What follows belongs to an exercise in optimizing a design on an open flow for small area and a short achievable clock period; a production flow would make more cautious choices. The RTL was checked by simulation tests, not by an equivalence proof against the original design. Power figures rest on the tool's default switching activity, not on a simulated workload.

== sierra ==
// fir
module fir(
    input clk,
    input signed [15:0] noisy_signal,
    output signed [15:0] filtered_signal
);
Size in the first run: ~510 flip-flops, roughly 33 I/O pins, about 22,000 µm² of cells after synthesis.
export LEC_CHECK = 0
export CAP_MARGIN = 20
export CORE_ASPECT_RATIO = 2.0
export CORE_MARGIN = 2
export CORE_UTILIZATION = 58
export CTS_CLUSTER_DIAMETER = 100
export CTS_CLUSTER_SIZE = 25
export SETUP_SLACK_MARGIN = 3.8
export SLEW_MARGIN = 20
export SYNTH_HIERARCHICAL = 1
export SYNTH_MINIMUM_KEEP_SIZE = 0
create_clock -name core_clock -period 6.0 [get_ports {clk}]
run.sh (not shown) runs the stock make flow with config.mk's settings and CLKGATE_MAP_FILE= SYNTH_SCRIPT=/design/flow/synth_recipe.tcl, a recipe that flattens the netlist after the stock synthesis.
Relative to sierra, the following input files were edited for raven:
Settings: putting CTS_BUF_LIST at sky130_fd_sc_hd__clkbuf_16 sky130_fd_sc_hd__clkbuf_8 where nothing was set; clearing CORE_ASPECT_RATIO, which used to be 2.0; swapping 100 for 60 in CTS_CLUSTER_DIAMETER.
==> run summary <==
Going from sierra to raven, global-route wire length before repair went down, non-clock buffer count in the final layout down about 7%, final setup violation count neither gained nor lost much.
Compared with sierra, wire length per cell after detailed routing in raven decreased by more than 10%.
Changes observed in raven relative to sierra: post-route minimum period went down 34 ps; area of all placed cells without fillers went up 2.3%.
raven vs. sierra: transition at the pin with the smallest max-transition slack has decreased; depth of the CTS H-tree has increased; power share of the combinational group has decreased.
Lower maximum frequency goes to sierra over raven.
Inputs modified between raven and juniper:
Settings: removing CTS_BUF_LIST (formerly sky130_fd_sc_hd__clkbuf_16 sky130_fd_sc_hd__clkbuf_8); changing CTS_CLUSTER_DIAMETER from 60 to 100; changing SETUP_SLACK_MARGIN from 3.8 to 3.85.
Notes after the runs:
Comparing sequential cell area in the final layout for juniper and raven, the smaller number came from raven.
The final-layout worst hold slack reported for juniper is greater than that of raven by 8.8 ps.
The growth of design area from synthesis to finish number comes out higher for raven vs juniper.
Delta (juniper minus raven): met2 demand-to-capacity share in global routing -1.2 points, via count of the first global-routing pass -41, total met2 wirelength after detailed routing -2.9%.
Of juniper and raven, the higher total wire length belongs to raven.
## Diff of input files: amber against juniper
Settings: SETUP_SLACK_MARGIN now 3.8, was 3.85.
### Flow results
- Re number of synthesized register bits: no difference whatsoever between amber and juniper.
- Against juniper, amber comes in 0.54 points lower on growth of design area from synthesis to finish.
- Final area on amber is ahead of juniper.
- The final worst slack was comparable across amber and juniper.
- The lower proportion of layout cells with a drive suffix above 1 of amber and juniper is in amber.
--- input diff amber..tundra ---
Settings: CORE_UTILIZATION changed from 58 to 62.
Findings:
Between amber and tundra, the clock skew after layout does not differ in any meaningful way. Taking amber as the reference, in tundra register-to-register slack level, clock share of power level. Measured against each other, amber and tundra differ in routed wire length, the lower figure coming from tundra. On length in cells of the worst reg-to-reg path, the lower figure sits with amber, not tundra. amber and tundra ended up with roughly the same setup slack.

* * *

before:
fir again, from the RTL that the note above started with.
make LEC_CHECK=0 CAP_MARGIN=20 CORE_MARGIN=2 CORE_UTILIZATION=52 CTS_CLUSTER_DIAMETER=100 CTS_CLUSTER_SIZE=25 SETUP_SLACK_MARGIN=3.8 SLEW_MARGIN=20 SYNTH_HIERARCHICAL=1 SYNTH_MINIMUM_KEEP_SIZE=0 finish   # period 6.0 ns
Modified inputs, after compared to before
# before
export LEC_CHECK = 0
export CAP_MARGIN = 20
export CORE_MARGIN = 2
export CORE_UTILIZATION = 52
export CTS_CLUSTER_DIAMETER = 100
export CTS_CLUSTER_SIZE = 25
export SETUP_SLACK_MARGIN = 3.8
export SLEW_MARGIN = 20
export SYNTH_HIERARCHICAL = 1
export SYNTH_MINIMUM_KEEP_SIZE = 0
create_clock -name core_clock -period 6.0 [get_ports {clk}]
# after
export LEC_CHECK = 0
export CAP_MARGIN = 20
export CORE_MARGIN = 2
export CORE_UTILIZATION = 65
export CTS_CLUSTER_DIAMETER = 100
export CTS_CLUSTER_SIZE = 25
export SETUP_SLACK_MARGIN = 3.8
export SLEW_MARGIN = 20
export SYNTH_HIERARCHICAL = 1
export SYNTH_MINIMUM_KEEP_SIZE = 0
create_clock -name core_clock -period 6.0 [get_ports {clk}]
--- outcome ---
STATUS fmax: after wins against before
Compared with before, after shows a higher buffers inserted during post-CTS setup optimization.
The clock tree skew after final layout was comparable across after and before.
Relative to before, cell area has increased by about 0.44% in after.
after gives more initial cell density of the core than before did.
Compared with before, worst supply voltage drop on vdd in after increased by more than 10%.
On wire length of the first global-routing pass: after sits below before.

* * *

Setup of old:
Starting RTL as in the previous note.
Design fir, start of the top module:
module fir(
    input clk,
    input signed [15:0] noisy_signal,
    output signed [15:0] filtered_signal
);
    reg [15:0] r0;
    reg [15:0] r1;
    reg [15:0] r2;
    reg [15:0] r3;
    reg [15:0] r4;
    reg [15:0] r5;
    reg [15:0] r6;
    reg [15:0] r7;
    reg [15:0] r8;
    reg [16:0] p0_0;
    reg [16:0] p1_0;
    reg rp2_0;
    reg rp2_1;
    reg rp2_2;
    reg rp2_3;
    reg rc2_4;
    reg rp2_5;
    reg rp2_6;
    reg rp2_7;
    reg rp2_8;
    reg rc2_9;
    reg rp2_10;
    reg rp2_11;
    reg rp2_12;
    reg rc2_13;
    reg rp2_14;
    reg rp2_15;
    reg rp2_16;
    reg rc2_17;
    reg rp2_18;
    reg rp2_19;
    reg rp2_20;
    reg rp3_21;
    reg rp3_22;
    reg rp3_23;
    reg rc3_24;
    reg rp3_25;
    reg rp3_26;
    reg rp3_27;
    reg rc3_28;
    reg rp3_29;
    reg rp3_30;
    reg rp3_31;
    reg rc3_32;
    reg rp3_33;
    reg rp3_34;
    reg rp3_35;
    reg rc3_36;
    reg rp3_37;
    reg rp3_38;
    reg rp3_39;
    reg rc3_40;
    reg rp3_41;
    reg rp3_42;
    reg qm2_43;
    reg qm2_44;
    reg qm2_45;
    reg qm2_46;
    reg qm2_47;
    reg qm2_48;
    reg qm2_49;
    reg qm2_50;
    reg qm2_51;
    reg qm2_52;
    reg qm2_53;
    reg qm2_54;
    reg qm2_55;
    reg qm2_56;
    reg qm2_57;
    reg qm2_58;
    reg qm2_59;
    reg qm2_60;
    reg qm2_61;
    reg qm2_62;
    reg qm2_63;
    reg qm2_64;
    reg qm2_65;
    reg qm2_66;
    reg qm2_67;
    reg qm2_68;
    reg qm2_69;
    reg qm2_70;
    reg qm2_71;
    reg qm2_72;
    reg qm2_73;
    reg qm2_74;
    reg qm1_75;
    reg qm1_76;
    reg qm1_77;
    reg qm1_78;
    reg qm1_79;
    reg qm1_80;
    reg qm1_81;
    reg qm1_82;
    reg qm1_83;
    reg qm1_84;
    reg qm1_85;
    reg qm1_86;
    reg qm1_87;
    reg qm1_88;
    reg qm1_89;
    reg qm1_90;
    reg qm1_91;
    reg qm1_92;
    reg qm1_93;
    reg qm1_94;
    reg qm1_95;
    reg qm1_96;
    reg qm1_97;
    reg qm1_98;
    reg qm1_99;
    reg qm1_100;
  ...
make LEC_CHECK=0 CAP_MARGIN=20 CORE_MARGIN=2 CORE_UTILIZATION=58 CTS_CLUSTER_DIAMETER=100 CTS_CLUSTER_SIZE=25 PLACE_DENSITY=0.75 SETUP_SLACK_MARGIN=3.8 SLEW_MARGIN=20 SYNTH_HIERARCHICAL=1 SYNTH_MINIMUM_KEEP_SIZE=0 finish   # period 6.0 ns
Having completed the whole flow, old delivered a layout that passed the timing, design-rule and antenna checks.
For new, these inputs were changed with respect to old:
Settings: an added GPL_ROUTABILITY_DRIVEN of 0; a deleted PLACE_DENSITY that had been 0.75.
Findings:
new vs old, launching element of the worst setup path: y[7] vs y[12]
In new the number of global-route vias before repair turned out about 0.6% lower than in old.
Going from old to new, setup slack rose 4.2 ps; combinational cell fraction of total power flat.

[afterwards: timing with drivers on the ports]
The results above use ideal ports. As a check the final layouts listed here were re-extracted and re-timed, cells and wires unchanged.
Step 1 assumes that a clkbuf_16 drives the clock port and a buf_2 every other input.
Step 2 moves the port delays by t, midway between the first and last clock arrival at a register: inputs arrive t later, outputs are due t later. That takes back most of the time a late clock gives input paths.
a / b / c = ideal / step 1 / step 2; a / b = the first two.
run | t, ns | setup WS [ns] | cell pins on the clock port's net
sierra | 0.615 | 3.790 / 3.733 / 3.801 | 1
raven | 0.601 | 3.824 / 3.772 / 3.842 | 1
juniper | 0.606 | 3.803 / 3.751 / 3.855 | 1
amber | 0.601 | 3.804 / 3.752 / 3.846 | 1
tundra | 0.603 | 3.801 / 3.747 / 3.860 | 1
before | 0.609 | 3.796 / 3.742 / 3.848 | 1
after | 0.599 | 3.804 / 3.752 / 3.841 | 1
old | 0.603 | 3.800 / 3.747 / 3.833 | 1
new | 0.601 | 3.804 / 3.752 / 3.846 | 1
After both steps setup and hold are still met in every run listed.
